Context: an optimization exercise on an open-source flow, tuned for small area, a short achievable clock period and few clock cycles. The choices shown serve that exercise and are no tape-out recipe. The RTL was checked by simulation tests, not by an equivalence proof against the original design. No driver is modelled on the clock port, so clocking that relies on it looks cheaper here than on a real chip. Power is estimated from default activity; no workload was simulated.

==> design/flow/design.v <==
module adder #(parameter W = 32)
(
    input  logic [W-1:0] a, b,
    input  logic         cin,
    output logic [W-1:0] y,
    output logic         cout
);
    localparam L = (W > 32) ? 6 : (W > 16) ? 5 : (W > 8) ? 4 : (W > 4) ? 3 : (W > 2) ? 2 : 1;
    logic [W-1:0] g [0:L];
    logic [W-1:0] p [0:L];
    logic [W:0]   c;
    always_comb begin
        g[0] = a & b;
        p[0] = a ^ b;
        for (int l = 0; l < L; l++) begin
            for (int i = 0; i < W; i++) begin
                if ((i >> l) & 1) begin
                    g[l+1][i] = g[l][i] | (p[l][i] & g[l][((i >> l) << l) - 1]);
                    p[l+1][i] = p[l][i] & p[l][((i >> l) << l) - 1];
                end else begin
                    g[l+1][i] = g[l][i];
                    p[l+1][i] = p[l][i];
                end
            end
        end
        c[0] = cin;
        for (int i = 0; i < W; i++) c[i+1] = g[L][i] | (p[L][i] & cin);
        y    = p[0] ^ c[W-1:0];
        cout = c[W];
    end
endmodule
module mux2 #(parameter WIDTH = 8)
(
    input  logic [WIDTH-1:0] d0, d1,   
    input  logic             s,        
    output logic [WIDTH-1:0] y         
);
    assign y = s ? d1 : d0;   
endmodule
module signext(
    input  logic [15:0] a,   
    output logic [31:0] y    
);
    assign y = {{16{a[15]}}, a};
endmodule
module sl2(
    input  logic [31:0] a,   
    output logic [31:0] y    
);
    assign y = {a[29:0], 2'b00};
endmodule
module flopr #(parameter WIDTH = 32)
(
    input  logic             clk, reset,    
    input  logic [WIDTH-1:0] d,            
    output logic [WIDTH-1:0] q             
);
    always_ff @(posedge clk, posedge reset) begin
        if (reset) q <= 0;                 
        else q <= d;                       
    end
endmodule
module regfile(
    input  logic        clk,       
    input  logic        we3,       
    input  logic [4:0]  ra1, ra2,  
    input  logic [4:0]  wa3,       
    input  logic [31:0] wd3,       
    output logic [31:0] rd1, rd2   
);
    logic [31:0] rf [1:31];
    logic [31:1] sel1, sel2;
    always_ff @(posedge clk)
        if (we3 && wa3 != 5'd0) rf[wa3] <= wd3;
    always_comb begin
        rd1 = 32'd0;
        rd2 = 32'd0;
        for (int i = 1; i < 32; i++) begin
            sel1[i] = (ra1 == 5'(i));
            sel2[i] = (ra2 == 5'(i));
            rd1 = rd1 | ({32{sel1[i]}} & rf[i]);
            rd2 = rd2 | ({32{sel2[i]}} & rf[i]);
        end
    end
endmodule
module ula(
    input  logic [31:0] a, bx,
    input  logic        inv,
    input  logic        op_and, op_or, op_slt,    
    input  logic        op_mov,                   
    input  logic [31:0] movd,
    output logic [31:0] result
);
    logic [31:0] sum;
    logic        lt;
    adder add(
        .a(a),
        .b(bx),
        .cin(inv),
        .y(sum),
        .cout()
    );
    assign lt = (a[31] == bx[31]) ? a[31] : sum[31];
    always_comb begin
        if (op_mov)      result = movd;
        else if (op_and) result = a & bx;
        else if (op_or)  result = a | bx;
        else if (op_slt) result = {31'd0, lt};
        else             result = sum;
    end
endmodule
module ula_control(
    input  logic [1:0] ULAop,        
    input  logic [5:0] funct,        
    output logic [2:0] ULAcontrol    
);
    always_comb begin
        case(ULAop)
            2'b00: ULAcontrol = 3'b010;   
            2'b01: ULAcontrol = 3'b110;   
            2'b10: begin
                case(funct)
                    6'b100000: ULAcontrol = 3'b010;  
                    6'b100010: ULAcontrol = 3'b110;  
                    6'b100100: ULAcontrol = 3'b000;  
                    6'b100101: ULAcontrol = 3'b001;  
                    6'b101010: ULAcontrol = 3'b111;  
                    default:   ULAcontrol = 3'b010;  
                endcase
            end
            default: ULAcontrol = 3'b010;   
        endcase
    end
endmodule
module main_control(
    input  logic [5:0] op,     
    output logic regdst,       
    output logic ULAsrc,       
    output logic memtoreg,     
    output logic regwrite,     
    output logic memread,      
    output logic memwrite,     
    output logic branch,       
    output logic [1:0] ULAop   
);
    parameter R_FORMAT = 6'b000000;   
    parameter LW       = 6'b100011;   
    parameter SW       = 6'b101011;   
    parameter BEQ      = 6'b000100;   
    parameter ADDI     = 6'b001000;   
    parameter J        = 6'b000010;   
    always_comb begin
        case(op)
            R_FORMAT: begin
                regdst   = 1'b1;   
                ULAsrc   = 1'b0;   
                memtoreg = 1'b0;   
                regwrite = 1'b1;   
                memread  = 1'b0;   
                memwrite = 1'b0;   
                branch   = 1'b0;   
                ULAop    = 2'b10;  
            end
            LW: begin
                regdst   = 1'b0;   
                ULAsrc   = 1'b1;   
                memtoreg = 1'b1;   
                regwrite = 1'b1;   
                memread  = 1'b1;   
                memwrite = 1'b0;   
                branch   = 1'b0;   
                ULAop    = 2'b00;  
            end
            SW: begin
                regdst   = 1'b0;   
                ULAsrc   = 1'b1;   
                memtoreg = 1'b0;   
                regwrite = 1'b0;   
                memread  = 1'b0;   
                memwrite = 1'b1;   
                branch   = 1'b0;   
                ULAop    = 2'b00;  
            end
            BEQ: begin
                regdst   = 1'b0;   
                ULAsrc   = 1'b0;   
                memtoreg = 1'b0;   
                regwrite = 1'b0;   
                memread  = 1'b0;   
                memwrite = 1'b0;   
                branch   = 1'b1;   
                ULAop    = 2'b01;  
            end
            ADDI: begin
                regdst   = 1'b0;   
                ULAsrc   = 1'b1;   
                memtoreg = 1'b0;   
                regwrite = 1'b1;   
                memread  = 1'b0;   
                memwrite = 1'b0;   
                branch   = 1'b0;   
                ULAop    = 2'b00;  
            end
            J: begin
                regdst   = 1'b0;   
                ULAsrc   = 1'b0;   
                memtoreg = 1'b0;   
                regwrite = 1'b0;   
                memread  = 1'b0;   
                memwrite = 1'b0;   
                branch   = 1'b0;   
                ULAop    = 2'b00;  
            end
            default: begin
                regdst   = 1'b0;   
                ULAsrc   = 1'b0;   
                memtoreg = 1'b0;   
                regwrite = 1'b0;   
                memread  = 1'b0;   
                memwrite = 1'b0;   
                branch   = 1'b0;   
                ULAop    = 2'b00;  
            end
        endcase
    end
endmodule
module controller(
    input  logic [5:0] op,      
    input  logic [5:0] funct,   
    input  logic       zero,    
    output logic       memtoreg,   
    output logic       memwrite,   
    output logic       memread,    
    output logic       pcsrc,      
    output logic       ULAsrc,     
    output logic       regdst,     
    output logic       regwrite,   
    output logic [2:0] ULAcontrol,  
    output logic       jump        
);
    logic [1:0] ULAop;    
    logic       branch;    
    main_control mc(
        .op(op),
        .memread(memread),
        .memtoreg(memtoreg),
        .memwrite(memwrite),
        .branch(branch),
        .ULAsrc(ULAsrc),
        .regdst(regdst),
        .regwrite(regwrite),
        .ULAop(ULAop)
    );
    ula_control uc(
        .funct(funct),
        .ULAop(ULAop),
        .ULAcontrol(ULAcontrol)
    );
    assign pcsrc = branch & zero;
    assign jump = (op == 6'b000010);
endmodule
module datapath(
    input  logic        clk, reset,
    input  logic        memtoreg, pcsrc,      
    input  logic        ULAsrc, regdst,       
    input  logic        regwrite, memread,
    input  logic        jump,                 
    input  logic [2:0]  ULAcontrol,           
    output logic        zero,                 
    output logic [31:0] pc,                   
    input  logic [31:0] instr,                
    output logic [31:0] ULAout, writedata,    
    input  logic [31:0] readdata              
);
    logic [4:0]  writereg;                    
    logic [31:0] pcnext, pcnextbr, pcplus4, pcbranch;   
    logic [31:0] signimm, signimmsh;          
    logic [31:0] srca, srcb;                  
    logic [31:0] result;                      
    flopr #(32) pcreg(                        
        .clk(clk),
        .reset(reset),
        .d(pcnext),     
        .q(pc)
    );
    adder pcadd1(                             
        .a(pc),
        .b(32'b100),                          
        .y(pcplus4)
    );
    sl2 immshift(                             
        .a(signimm),
        .y(signimmsh)
    );
    adder pcadd2(                             
        .a(pcplus4),
        .b(signimmsh),
        .y(pcbranch)
    );
    mux2 #(32) pcbrmux(                       
        .d0(pcplus4),
        .d1(pcbranch),
        .s(pcsrc),
        .y(pcnextbr)      
    );
    mux2 #(32) pcmux(
        .d0(pcnextbr),
        .d1({pcplus4[31:28], instr[25:0], 2'b00}),
        .s(jump),
        .y(pcnext)
    );
    regfile rf(                               
        .clk(clk),
        .we3(regwrite),                       
        .ra1(instr[25:21]),                   
        .ra2(instr[20:16]),                   
        .wa3(writereg),                       
        .wd3(result),                         
        .rd1(srca),                           
        .rd2(writedata)                       
    );
    mux2 #(5) wrmux(                          
        .d0(instr[20:16]),                    
        .d1(instr[15:11]),                    
        .s(regdst),
        .y(writereg)
    );
    mux2 #(32) resmux(                        
        .d0(ULAout),                          
        .d1(readdata),                        
        .s(memtoreg),
        .y(result)
    );
    signext se(                               
        .a(instr[15:0]),                      
        .y(signimm)                           
    );
    mux2 #(32) srcbmux(                       
        .d0(writedata),                       
        .d1(signimm),                         
        .s(ULAsrc),       
        .y(srcb)
    );
    ula mainula(                              
        .a(srca),                             
        .b(srcb),                             
        .ULAcontrol(ULAcontrol),              
        .result(ULAout),                      
        .zero(zero)                           
    );
endmodule
module mips(
    input  logic        clk, reset,
    output logic [31:0] pc,          
    input  logic [31:0] instr,       
    output logic        memwrite,    
    output logic [31:0] dataadr,     
    output logic [31:0] writedata,   
    input  logic [31:0] readdata     
);
    localparam logic [5:0] OP_R = 6'h00, OP_J = 6'h02, OP_BEQ = 6'h04,
                           OP_ADDI = 6'h08, OP_LW = 6'h23, OP_SW = 6'h2B;
    logic        d_valid;
    logic [31:0] d_instr;
    logic        e_wr, e_load, e_store, e_beq;    
    logic [4:0]  e_dest;
    logic [31:0] e_a, e_b;                        
    logic [31:0] e_bi;                            
    logic        e_inv;
    logic        e_fwda, e_fwdb, e_fwdbi;         
    logic        e_fwdb_l;                        
    logic        e_and, e_or, e_slt;
    logic        e_addi;                          
    logic        e_mov;                           
    logic [31:0] e_btarget;
    logic        m_wr, m_load;
    logic [4:0]  m_dest;
    logic [31:0] m_res, m_wd;
    logic [31:0] pc4, pcnext, btarget_d;
    logic        redirect_e, redirect_d, stall_d, jump_f, ubeq_f, take_f;
    logic [7:0]  lo_f;
    logic        lo_c;
    assign pc4    = pc + 32'd4;
    assign jump_f = (instr[31:26] == OP_J);
    adder #(8) f_badd(
        .a(pc4[9:2]),
        .b(instr[7:0]),
        .cin(1'b0),
        .y(lo_f),
        .cout(lo_c)
    );
    assign ubeq_f = (instr[31:26] == OP_BEQ) & (instr[25:21] == instr[20:16]) &
                    (instr[15:8] == {8{instr[7]}}) & (lo_c == instr[7]);
    assign take_f = jump_f | ubeq_f;
    logic [31:0] pcnext_e;
    logic        sel_f;
    assign pcnext_e = redirect_e ? e_btarget :
                      redirect_d ? btarget_d :
                      stall_d    ? pc : pc4;
    assign sel_f    = take_f & !redirect_e & !redirect_d & !stall_d;
    assign pcnext   = sel_f ? (jump_f ? {pc4[31:28], instr[25:0], 2'b00}
                                      : {pc4[31:10], lo_f, 2'b00})
                            : pcnext_e;
    always_ff @(posedge clk, posedge reset)
        if (reset) pc <= 32'd0;
        else       pc <= {pcnext[31:2], 2'b00};    
    always_ff @(posedge clk, posedge reset)
        if (reset) d_valid <= 1'b0;
        else if (redirect_e | redirect_d) d_valid <= 1'b0;
        else if (!stall_d) d_valid <= !take_f;
    logic        d_stlf, f_stlf;                  
    always_ff @(posedge clk)
        if (!stall_d) begin
            d_instr <= instr;
            d_stlf  <= f_stlf;
        end
    logic [5:0]  d_op, d_funct;
    logic [4:0]  d_rs, d_rt, d_rd;
    logic [31:0] d_simm;
    logic        d_isr, d_isaddi, d_islw, d_issw, d_isbeq;
    logic        d_alu_rs, d_alu_rt, d_wr, d_inv;
    logic [4:0]  d_dest;
    logic [31:0] rf_a, rf_b, d_a, d_b, d_bi, wb_data;
    assign d_op    = d_instr[31:26];
    assign d_rs    = d_instr[25:21];
    assign d_rt    = d_instr[20:16];
    assign d_rd    = d_instr[15:11];
    assign d_funct = d_instr[5:0];
    assign d_simm  = {{16{d_instr[15]}}, d_instr[15:0]};
    assign f_stlf = d_valid & (d_op == OP_SW) & (instr[31:26] == OP_LW) &
                    (instr[25:21] == d_rs) & (instr[15:0] == d_instr[15:0]);
    assign d_isr    = (d_op == OP_R);
    assign d_isaddi = (d_op == OP_ADDI);
    assign d_islw   = (d_op == OP_LW);
    assign d_issw   = (d_op == OP_SW);
    assign d_isbeq  = (d_op == OP_BEQ);
    assign d_dest   = d_isr ? d_rd : d_rt;
    assign d_wr     = (d_isr | d_isaddi | d_islw) & (d_dest != 5'd0);
    assign d_alu_rs = d_isr | d_isaddi | d_islw | d_issw | d_isbeq;
    assign d_alu_rt = d_isr | d_isbeq;
    adder d_badd(
        .a(pc),
        .b({d_simm[29:0], 2'b00}),
        .cin(1'b0),
        .y(btarget_d),
        .cout()
    );
    logic d_zbeq, e_zero;
    assign d_zbeq = d_isbeq & e_addi &
                    (((d_rt == 5'd0) & (d_rs == e_dest)) | ((d_rs == 5'd0) & (d_rt == e_dest)));
    assign e_zero = ((e_a ^ e_bi) == {(e_a[30:0] | e_bi[30:0]), 1'b0});
    assign redirect_d = d_valid & d_isbeq & ((d_rs == d_rt) | (d_zbeq & e_zero)) & !redirect_e;
    assign stall_d = d_valid & e_load &
                     ((d_alu_rs & (d_rs == e_dest)) | (d_alu_rt & (d_rt == e_dest)));
    assign wb_data = m_load ? readdata : m_res;
    regfile rf(
        .clk(clk),
        .we3(m_wr),
        .ra1(d_rs),
        .ra2(d_rt),
        .wa3(m_dest),
        .wd3(wb_data),
        .rd1(rf_a),
        .rd2(rf_b)
    );
    logic fwd_ma, fwd_mb;
    assign fwd_ma = m_wr & (m_dest == d_rs);
    assign fwd_mb = m_wr & (m_dest == d_rt);
    assign d_a = (fwd_ma & m_load) ? readdata : (fwd_ma ? m_res : rf_a);
    assign d_b = (fwd_mb & m_load) ? readdata : (fwd_mb ? m_res : rf_b);
    assign d_inv = d_isr & ((d_funct == 6'h22) | (d_funct == 6'h2A));
    assign d_bi  = (d_isr ? d_b : d_simm) ^ {32{d_inv}};
    logic d_copy;
    assign d_copy = d_islw & d_stlf & e_store;
    logic d_go;
    assign d_go = d_valid & !stall_d & !redirect_e;
    always_ff @(posedge clk, posedge reset)
        if (reset) begin
            e_wr    <= 1'b0;
            e_load  <= 1'b0;
            e_store <= 1'b0;
            e_beq   <= 1'b0;
        end else begin
            e_wr    <= d_go & d_wr;
            e_load  <= d_go & d_islw & !d_copy & (d_dest != 5'd0);
            e_store <= d_go & d_issw;
            e_beq   <= d_go & d_isbeq & !redirect_d;
        end
    always_ff @(posedge clk) begin
        e_dest    <= d_dest;
        e_a       <= d_a;
        e_b       <= d_b;
        e_bi      <= d_bi;
        e_inv     <= d_inv;
        e_fwda    <= e_wr & !e_load & (e_dest == d_rs);
        e_fwdb    <= e_wr & !e_load & (e_dest == d_rt);
        e_fwdbi   <= e_wr & !e_load & (e_dest == d_rt) & d_isr;
        e_fwdb_l  <= e_load & (e_dest == d_rt);
        e_and     <= d_isr & (d_funct == 6'h24);
        e_or      <= d_isr & (d_funct == 6'h25);
        e_slt     <= d_isr & (d_funct == 6'h2A);
        e_mov     <= d_copy;
        e_addi    <= d_go & d_isaddi & (d_dest != 5'd0) & !(e_wr & !e_load & (e_dest == d_rs));
        e_btarget <= btarget_d;
    end
    logic [31:0] a, b, b_full, bx, res;
    assign a      = e_fwda ? m_res : e_a;
    assign b      = e_fwdb ? m_res : e_b;
    assign b_full = e_fwdb_l ? readdata : b;
    assign bx     = e_fwdbi ? (m_res ^ {32{e_inv}}) : e_bi;
    ula alu(
        .a(a),
        .bx(bx),
        .inv(e_inv),
        .op_and(e_and),
        .op_or(e_or),
        .op_slt(e_slt),
        .op_mov(e_mov),
        .movd(m_wd),
        .result(res)
    );
    assign redirect_e = e_beq & (a == b);
    always_ff @(posedge clk, posedge reset)
        if (reset) begin
            memwrite <= 1'b0;
            m_wr     <= 1'b0;
            m_load   <= 1'b0;
        end else begin
            memwrite <= e_store;
            m_wr     <= e_wr;
            m_load   <= e_load;
        end
    always_ff @(posedge clk) begin
        m_dest <= e_dest;
        m_res  <= res;
        m_wd   <= b_full;
    end
    assign dataadr   = m_res;
    assign writedata = m_wd;
endmodule
==> design/flow/flow/run.sh <==
#!/bin/bash
# Standard ORFS layout with: a stronger setup repair target (plus a second repair
# pass after CTS), plain port buffers, and a clock tree of larger sink clusters
# without dummy loads.
set -euo pipefail
bash standard.sh \
  SETUP_SLACK_MARGIN=7.5 \
  "BUFFER_PORTS_ARGS=-buffer_cell sky130_fd_sc_hd__buf_2" \
  "CTS_ARGS=-sink_clustering_enable -repair_clock_nets -dont_use_dummy_load -sink_clustering_size 24 -sink_clustering_max_diameter 100 -buf_list sky130_fd_sc_hd__clkbuf_16" \
  "POST_CTS_TCL=$PWD/flow/post_cts.tcl" \
  finish > standard.log 2>&1
==> design/flow/flow/post_cts.tcl <==
# Extra setup repair after clock tree synthesis: a second repair_timing pass
# that may change cell footprints, then legalise the placement again.
estimate_parasitics -placement
repair_timing -setup -setup_margin 7.5 -repair_tns 100 -verbose
detailed_placement
check_placement -verbose
estimate_parasitics -placement
report_worst_slack
==> design/flow/standard.sh <==
#!/bin/bash
# synth_recipe.tcl (not shown) runs the flow's synth.tcl, then flattens the netlist and writes it again
# the make line also repeats each setting of config.mk as NAME=value (left out here)
make -C /OpenROAD-flow-scripts/flow DESIGN_CONFIG=/design/flow/config.mk WORK_HOME=/design/flow/orfs CLKGATE_MAP_FILE= SYNTH_SCRIPT=/design/flow/synth_recipe.tcl "${@:-finish}"
==> design/flow/config.mk <==
export PLATFORM = sky130hd
export DESIGN_NAME = mips
export DESIGN_NICKNAME = mips
export VERILOG_FILES = /design/flow/design.v
export SDC_FILE = /design/flow/constraint.sdc
export NUM_CORES = 4
export LEC_CHECK = 0
export CAP_MARGIN = 20
export CORE_MARGIN = 2
export CORE_UTILIZATION = 44
export PLACE_DENSITY = 0.5
export SLEW_MARGIN = 20
==> design/flow/constraint.sdc <==
create_clock -name core_clock -period 11.0 [get_ports {clk}]
set_input_delay 2.2000 -clock core_clock [delete_from_list [all_inputs] [get_ports {clk}]]
set_output_delay 2.2000 -clock core_clock [all_outputs]
set_load 0.01 [all_outputs]
==> reports/qor.yml, run 1 <==
layout:
  final_common_cell: "edfxtp_1"
  layout.cells.non_filler: 6678
  syn2layout_area_growth_pct: 14.0
  stdcell_area_um2: 67800
  finalNetCount: 5112
  layout_common_cells: "1,025 x edfxtp_1, 451 x a221oi_1, 451 x a22o_1"
  drive_above_1_share: 0.189
logic_synthesis:
  synthFlopType: "edfxtp_1"
  synthDistinctLibCells: 91
  yosysSeqAreaShare: 0.604
  synth.avg_cell_area_um2: 12.7
  syn_inst: 4676
  yosysWarnings: 9
  synth_seq_cells: 1273
  synth_edf_count: 1025
  syn_area_um2: 59500
  synthArstFlopShare: 0.0299
floorplanning:
  rows: 134
  pin_count: 163
  die_h_um: 372
  start_util: 0.445
  die_x_um: 372
  coreArea_um2: 134000
  die_area_um2: 138000
timing:
  clock_skew_ns: 0.0840
  setup_tns_ns: 0
  fmax_mhz: 242
  period_share: 0.376
  maxSlewViolCount: 0
  final-hold-violation-count: 0
  hold_ws_ns: 0.384
  min_period_ns: 4.13
  worst_pin_slew_ns: 1.25
  grt_setup_unrepaired: "yes"
  max_slew_margin: 0.168
  setup_viol_count_final: 0
worst_setup_path:
  path_common_cell: "a21oi_2"
  crit_arrival_ns: 4.71
  path_cells: "buf_8 > ha_4 > fa_2 > a21oi_2 > o211ai_1 > o41ai_2 > mux2i_1 > o21ai_2 > nor2_2 > and2_4 > buf_4 > buf_6 > a221o_1 > a21oi_2"
  path_max_fanout: 5
  cp-end-kind: "flip-flop"
  startpoint_type: "primary input"
  cp_slowest_cell: "fa_2"
  criticalPathCategory: "primary input to flip-flop"
  ff2ff_path_depth: 14
  cp_slowest_stage_delay_ns: 0.36
  worstPathRequired_ns: 11.58
min_path:
  worstHoldPathCells: 0
  hold_class: "flip-flop to flip-flop"
global_routing:
  track_usage: 0.421
  grt_pass1_vias: 46000
  grt_start_max_net_pins: 68
  antenna_found_initial: 13
  grt-ovfl-total: 0
  grt_pass1_wl_um: 397000
pwr:
  p_switching_uw: 3850
  combPwrFrac: 0.246
  p_per_area_nw_per_um2: 174
  seqPwrFrac: 0.528
  ir_drop_uv: 113
  p_clk_frac: 0.225
  p_sw_frac: 0.325
  total_leakage_power_uw: 0.0231
  intPower_uw: 7980
  p_total_uw: 11800
cts:
  cts.clk_slew.worst_paths_ns: 0.10
  cts_sinks: 1273
  clock_latency_ns: 0.73
  cts_tree: "yes"
drt:
  vias: 49900
  routed_via_density: 7.47
  routedWlPerCell_um: 45.0
  drt_iter0_markers: 10600
  drtAntennaViolNets: 0
  dr.pass1.iters: 9
  totalWireLength_um: 301000
  post-route-drc-count: 0
placement:
  dp_hpwl_um: 167000
  portBuffers: 160
  gp_congestion: 0.937
  dp_cells: 6445
  placed_area_um2: 63300
status:
  status: "finished clean"
flow_run:
  cap_violations: 0
-- through the flow --
stage / util / setup WS [ns]
finish: 0.507 / 6.87
global route: 0.507 / 6.68
detailed placement: 0.473 / 5.51
global placement: 0.473 / 5.55
floorplan: - / 6.50
-- sequential cells by signal, indices dropped and copies added (netlist names), 5 cells and up --
| register | count |
|---|---|
| rf.rf | 992 |
| d_instr | 32 |
| e_a | 32 |
| e_b | 32 |
| e_bi | 32 |
| m_res | 32 |
| m_wd | 32 |
| e_btarget | 30 |
| pc | 30 |
| e_dest | 5 |
| m_dest | 5 |
-- synth_stat cells (37+ instances only) --
library cell | number | area, µm²
mux2i_1 | 99 | 991
ha_1 | 131 | 1640
nand2_1 | 145 | 544
xor2_1 | 107 | 937
edfxtp_1 | 1025 | 30800
buf_2 | 45 | 225
a221oi_1 | 454 | 3980
nor3_1 | 99 | 495
nor2_1 | 253 | 950
o21ai_0 | 80 | 400
a222oi_1 | 65 | 651
a21oi_1 | 212 | 1060
dfrtp_1 | 38 | 951
nand4_1 | 179 | 1120
inv_1 | 224 | 841
dfxtp_1 | 210 | 4200
clkbuf_1 | 235 | 882
nand3_1 | 37 | 185
a22o_1 | 451 | 3950
xnor2_1 | 175 | 1530
-- path summary, 6_finish.rpt --
| path | start | endpoint | slack (ns) |
|---|---|---|---|
| setup / recovery | instr[0] | pc[18] | 6.87 |
| hold / removal | e_store | memwrite | 0.38 |
| setup reg to reg | e_a[27] | pc[18] | 7.02 |
| hold reg to reg | e_store | memwrite | 0.38 |
| max in group asynchronous | reset | pc[18] | 8.78 |
| min in group asynchronous | reset | pc[29] | 1.63 |
-- critical path, delay by kind of cell --
kind                       cells  cell delay, ns
and+or+nand+nor                2            0.28
adders and majority gates      2            0.51
buffers and inverters          3            0.37
AOI/OAI and AO/OA              6            1.22
muxes                          1            0.14
-- per-layer routing --
metal | up-vias | share of wire | track usage
li1 | 19200 | - | -
met1 | 24700 | 0.36 | 0.544
met2 | 4756 | 0.42 | 0.623
met3 | 1214 | 0.14 | 0.146
met4 | 19 | 0.072 | 0.223
met5 | - | 0.00084 | 0.00594
-- power groups by stage --
stage	sequential (µW)	combinational, µW	clock, µW
2_1_floorplan	6200	1480	0
3_3_place_gp	6360	2480	0
3_5_place_dp	6350	2490	0
5_1_grt	6270	3070	2810
6_report	6250	2920	2670
-- layout make-up --
cell class	instances	area, µm²
antenna	5	12.5
timing repair buffer	479	3870
inverter	228	867
clock buffer	66	1650
tap	1768	2210
timing repair inverter	2	12.5
multi-input combinational	2857	23100
sequential	1273	36100
fill	11600	65900
-- kinds of logic after synthesis --
| group | count (synthesis) | synth area share |
|---|---|---|
| AOI/OAI and AO/OA | 1467 | 0.196 |
| other | 1 | 0.0000630 |
| adders and majority gates | 139 | 0.0302 |
| xor gates and xnor gates | 282 | 0.0415 |
| DFF | 1273 | 0.604 |
| muxes | 119 | 0.0206 |
| buffers and inverters | 550 | 0.0367 |
| and+or+nand+nor | 845 | 0.0706 |
Testbench counts, summed over its fixed seeds: cycles 18,757.
==> inputs of run 2 (changes only) <==
--- a/design/flow/design.v
+++ b/design/flow/design.v
@@ -370,18 +370,20 @@
     logic        e_fwda, e_fwdb, e_fwdbi;         
     logic        e_fwdb_l;                        
     logic        e_and, e_or, e_slt;
-    logic        e_addi;                          
     logic        e_mov;                           
     logic [31:0] e_btarget;
     logic        m_wr, m_load;
     logic [4:0]  m_dest;
     logic [31:0] m_res, m_wd;
     logic [31:0] pc4, pcnext, btarget_d;
-    logic        redirect_e, redirect_d, stall_d, jump_f, ubeq_f, take_f;
+    logic        redirect_e, redirect_d, stall_d, jump_f, fbeq_f, take_f;
     logic [7:0]  lo_f;
-    logic        lo_c;
+    logic        lo_c, fix_f;
     assign pc4    = pc + 32'd4;
     assign jump_f = (instr[31:26] == OP_J);
+    assign fbeq_f = (instr[31:26] == OP_BEQ) & (instr[25:21] == instr[20:16]) &
+                    (instr[15:8] == {8{instr[7]}});
+    assign take_f = jump_f | fbeq_f;
     adder #(8) f_badd(
         .a(pc4[9:2]),
         .b(instr[7:0]),
@@ -389,9 +391,7 @@
         .y(lo_f),
         .cout(lo_c)
     );
-    assign ubeq_f = (instr[31:26] == OP_BEQ) & (instr[25:21] == instr[20:16]) &
-                    (instr[15:8] == {8{instr[7]}}) & (lo_c == instr[7]);
-    assign take_f = jump_f | ubeq_f;
+    assign fix_f = (lo_c != instr[7]);
     logic [31:0] pcnext_e;
     logic        sel_f;
     assign pcnext_e = redirect_e ? e_btarget :
@@ -407,12 +407,15 @@
     always_ff @(posedge clk, posedge reset)
         if (reset) d_valid <= 1'b0;
         else if (redirect_e | redirect_d) d_valid <= 1'b0;
-        else if (!stall_d) d_valid <= !take_f;
+        else if (!stall_d) d_valid <= !jump_f;
     logic        d_stlf, f_stlf;                  
+    logic        d_fast, d_fix;                   
     always_ff @(posedge clk)
         if (!stall_d) begin
             d_instr <= instr;
             d_stlf  <= f_stlf;
+            d_fast  <= fbeq_f;
+            d_fix   <= fix_f;
         end
     logic [5:0]  d_op, d_funct;
     logic [4:0]  d_rs, d_rt, d_rd;
@@ -440,16 +443,12 @@
     assign d_alu_rt = d_isr | d_isbeq;
     adder d_badd(
         .a(pc),
-        .b({d_simm[29:0], 2'b00}),
+        .b(d_fast ? (d_instr[7] ? 32'hFFFFFC00 : 32'h00000400) : {d_simm[29:0], 2'b00}),
         .cin(1'b0),
         .y(btarget_d),
         .cout()
     );
-    logic d_zbeq, e_zero;
-    assign d_zbeq = d_isbeq & e_addi &
-                    (((d_rt == 5'd0) & (d_rs == e_dest)) | ((d_rs == 5'd0) & (d_rt == e_dest)));
-    assign e_zero = ((e_a ^ e_bi) == {(e_a[30:0] | e_bi[30:0]), 1'b0});
-    assign redirect_d = d_valid & d_isbeq & ((d_rs == d_rt) | (d_zbeq & e_zero)) & !redirect_e;
+    assign redirect_d = d_valid & d_isbeq & (d_rs == d_rt) & (!d_fast | d_fix) & !redirect_e;
     assign stall_d = d_valid & e_load &
                      ((d_alu_rs & (d_rs == e_dest)) | (d_alu_rt & (d_rt == e_dest)));
     assign wb_data = m_load ? readdata : m_res;
@@ -484,7 +483,7 @@
             e_wr    <= d_go & d_wr;
             e_load  <= d_go & d_islw & !d_copy & (d_dest != 5'd0);
             e_store <= d_go & d_issw;
-            e_beq   <= d_go & d_isbeq & !redirect_d;
+            e_beq   <= d_go & d_isbeq & (d_rs != d_rt);
         end
     always_ff @(posedge clk) begin
         e_dest    <= d_dest;
@@ -500,7 +499,6 @@
         e_or      <= d_isr & (d_funct == 6'h25);
         e_slt     <= d_isr & (d_funct == 6'h2A);
         e_mov     <= d_copy;
-        e_addi    <= d_go & d_isaddi & (d_dest != 5'd0) & !(e_wr & !e_load & (e_dest == d_rs));
         e_btarget <= btarget_d;
     end
     logic [31:0] a, b, b_full, bx, res;
==> run 2 against run 1 <==
Hold slack gained 0.013 ns. Die area shrank 1.7%. Via count is 2.4% lower. Sequential share of layout area rose by 0.56 points. Cell count shrank 2.0%. Synthesized cell count is 3.1% lower. Global-route usage decreased by 0.66 points. Combinational power grew 2%. Clock power about the same. Still clean on timing, DRC and antenna. Sequential power about the same.
==> reports/qor.yml, run 2 <==
timing:
  setup_tns_ns: 0  # unchanged
  min_period_ns: 3.64  # -0.498 ns
  max_slew_margin: 0.131  # -0.0365
  period_share: 0.330  # -0.0453
  grt_setup_unrepaired: "yes"
  fmax_mhz: 275  # +14%
  maxSlewViolCount: 0  # unchanged
  final-hold-violation-count: 0  # unchanged
  worst_pin_slew_ns: 1.30  # +0.0534 ns
  hold_ws_ns: 0.397  # +0.0127 ns
  setup_viol_count_final: 0  # unchanged
  clock_skew_ns: 0.0901  # +0.00613 ns
worst_setup_path:
  cp-end-kind: "flip-flop"
  crit_arrival_ns: 4.15  # -0.56 ns
  ff2ff_path_depth: 9  # -5
  worstPathRequired_ns: 11.51  # -0.07 ns
  reg2reg_to: "e_bi[5]"
  ff2ff_setup_slack_ns: 7.36  # +0.34 ns
  worstReg2RegStart: "d_instr[17]"
  startpoint: "d_instr[17]"
  path_max_fanout: 12  # +7
  startpoint_type: "flip-flop"
  criticalPathCategory: "flip-flop to flip-flop"
pwr:
  ir_drop_uv: 121  # +7.1%
  p_clk_frac: 0.224  # about the same
  p_per_area_nw_per_um2: 176  # +1.2%
  combPwrFrac: 0.252  # +0.006
  intPower_uw: 8050  # +0.84%
  p_sw_frac: 0.321  # -0.00403
  p_total_uw: 11900  # +0.24%
  seqPwrFrac: 0.524  # -0.004
  total_leakage_power_uw: 0.0228  # -1.2%
  p_switching_uw: 3810  # -1.0%
drt:
  routedWlPerCell_um: 44.7  # -0.72%
  post-route-drc-count: 0  # unchanged
  totalWireLength_um: 292000  # -2.7%
  dr.pass1.iters: 15  # +6
  routed_via_density: 7.44  # -0.41%
  drt_iter0_markers: 9382  # -11%
  vias: 48700  # -2.4%
  drtAntennaViolNets: 0  # unchanged
logic_synthesis:
  synth_common_cells: "1,027 x edfxtp_1, 453 x a221oi_1, 449 x a22o_1, 263 x nor2_1, 254 x clkbuf_1"
  synth_top_cells_by_area: "edfxtp_1 53%, dfxtp_1 7.2%, a221oi_1 6.8%, a22o_1 6.7%, xnor2_1 2.4%"
  yosysWarnings: 9  # unchanged
  synth_top_area_share: 0.528  # +0.0103
  syn_area_um2: 58400  # -1.8%
  synthFlopType: "edfxtp_1"
  synth_seq_cells: 1274  # +0.079%
  synth_top_cell_by_area: "edfxtp_1"
  synth_edf_count: 1027  # +0.20%
  synth_most_common_cell: "edfxtp_1"
  yosysSeqAreaShare: 0.616  # +0.0116
  synth.avg_cell_area_um2: 12.9  # +1.3%
  synthArstFlopShare: 0.0298  # about the same
  synthDistinctLibCells: 86  # -5.5%
  syn_inst: 4533  # -3.1%
layout:
  syn2layout_area_growth_pct: 15.0
  layout.cells.non_filler: 6543  # -2.0%
  seq_area_um2: 36100  # +0.13%
  largest_reg_flops: 992  # unchanged
  drive_above_1_share: 0.202  # +0.0129
  layout_common_cells: "1,027 x edfxtp_1, 451 x a221oi_1, 449 x a22o_1"
  nFillCells: 11400  # -2.0%
  stdcell_area_um2: 67200  # -0.91%
  finalNetCount: 4962  # -2.9%
  max_flop_register: "rf.rf"
  multi_input_area_um2: 22600  # -2.4%
  final_common_cell: "edfxtp_1"
min_path:
  worstHoldPathCells: 0  # unchanged
  hold_class: "flip-flop to flip-flop"
  min_from: "e_dest[4]"
  hold_end: "m_dest[4]"
floorplanning:
  rows: 133  # -0.75%
  die_x_um: 368  # -0.88%
  die_h_um: 368  # -0.88%
  coreArea_um2: 132000  # -1.6%
  start_util: 0.444  # -0.000685
  pin_count: 163  # unchanged
  die_area_um2: 136000  # -1.7%
global_routing:
  grt_start_max_net_pins: 63  # -7.4%
  grt_pass1_vias: 45500  # -1.0%
  antenna_found_initial: 14  # +1
  grt_pass1_wl_um: 387000  # -2.4%
  grt-ovfl-total: 0  # unchanged
  track_usage: 0.415  # -0.00660
placement:
  dp_hpwl_um: 163000  # -2.8%
  dp_cells: 6283  # -2.5%
  placed_area_um2: 62200  # -1.7%
  portBuffers: 160  # unchanged
  gp_congestion: 0.924  # -1.4%
cts:
  clock_latency_ns: 0.73  # about the same
  cts_tree: "yes"
  cts_sinks: 1274  # +0.079%
  cts.clk_slew.worst_paths_ns: 0.08  # -0.02 ns
flow_run:
  cap_violations: 0  # unchanged
status:
  status: "finished clean"
run 2: changes by cell type in the layout (fill, tap and decap cells not counted), moves of 19 or more:
cell and change:
buf_4 +26, ha_1 -31, inv_1 -51, mux2i_1 +19, nand2_1 -20, nand4_1 -34
o21a_1 -20, xnor2_1 -21, xor2_1 -19
run 2: logic make-up (layout without fill, tap and decap cells):
family | Yosys count | after routing | synth area share
compound gates | 1470 | 1470 | 0.198
xor+xnor | 246 | 246 | 0.0369
mux | 146 | 146 | 0.0258
buf+inv | 493 | 741 | 0.0332
simple gates | 795 | 799 | 0.0668
flops | 1274 | 1274 | 0.616
fa+ha+maj | 108 | 108 | 0.0241
other cells | 1 | 4 | 0.0000642
run 2: final cells by class:
class / count / area share
Sequential cell: 1274 / 0.538
Inverter: 176 / 0.00983
Timing Repair Buffer: 499 / 0.0596
Antenna cell: 2 / 0.0000744
Tap cell: 1755 / 0.0327
Multi-Input combinational cell: 2771 / 0.336
Clock buffer: 66 / 0.0246
run 2: worst max path at each step:
stage	endpoint	slack (ns)	depth (start not counted)
after floorplan	pc[9]	7.05	11
after global placement	pc[10]	6.13	10
after detailed placement	pc[10]	6.15	10
after global routing	pc[22]	7.32	11
final	e_bi[5]	7.36	9
run 2: metrics by stage:
step | setup WS (ns) | utilization
after floorplan | 7.05 | -
after global placement | 6.13 | 0.472
after detailed placement | 6.15 | 0.472
after global routing | 7.32 | 0.511
final | 7.36 | 0.511
run 2: metal layers:
metal	up-vias	wire, µm	track usage
met2	4481	124000	0.618
met4	22	21100	0.224
li1	18700	-	-
met5	-	149	0
met3	1285	41900	0.146
met1	24200	106000	0.529
run 2: worst max-delay path: stages, from the launching register on:
cell	delay (ns)
edfxtp_1	0.36
buf_4	0.19
buf_4	0.17
xor2_1	0.18
nor4_4	0.58
and3_2	1.07
nor3_2	0.27
a21oi_1	0.36
xnor2_1	0.18
a21oi_1	0.09
run 2: power groups by stage:
| stage | combinational [µW] | sequential, µW | clock (µW) |
|---|---|---|---|
| detailed placement | 2420 | 6390 | 0 |
| finish | 2990 | 6220 | 2660 |
| global route | 3170 | 6240 | 2790 |
| global placement | 2400 | 6390 | 0 |
| floorplan | 1450 | 6240 | 0 |
Testbench counts of run 2, summed over its fixed seeds: cycles 19,175.

## re-timing with driven ports
The results above use ideal ports. As a check the final layouts listed here were re-extracted and re-timed, cells and wires unchanged. Step 1: set_driving_cell puts a clkbuf_16 on clk and a buf_2 on each other input, an assumption about the parent block. Step 2 times the ports against the registers' clock, not the clock port: input delays grow and output delays shrink by t, the midpoint of the rising clock arrivals with the driver on. a / b / c = ideal / step 1 / step 2; a / b = the first two.
run	t, ns	setup slack, ns	clock arrival spread, ns	slew at the worst register clock pin (ns)	pins driven straight from the clock port
run 1	0.761	6.867 / 6.901 / 6.140	0.086 / 0.086	0.10 / 0.10	1
run 2	0.761	7.365 / 7.365 / 6.661	0.091 / 0.090	0.11 / 0.11	1
After both steps every run listed still meets setup and hold. The setup slack of run 1, which loses most, moves by +0.034 ns with the drivers and by -0.727 ns with both steps.
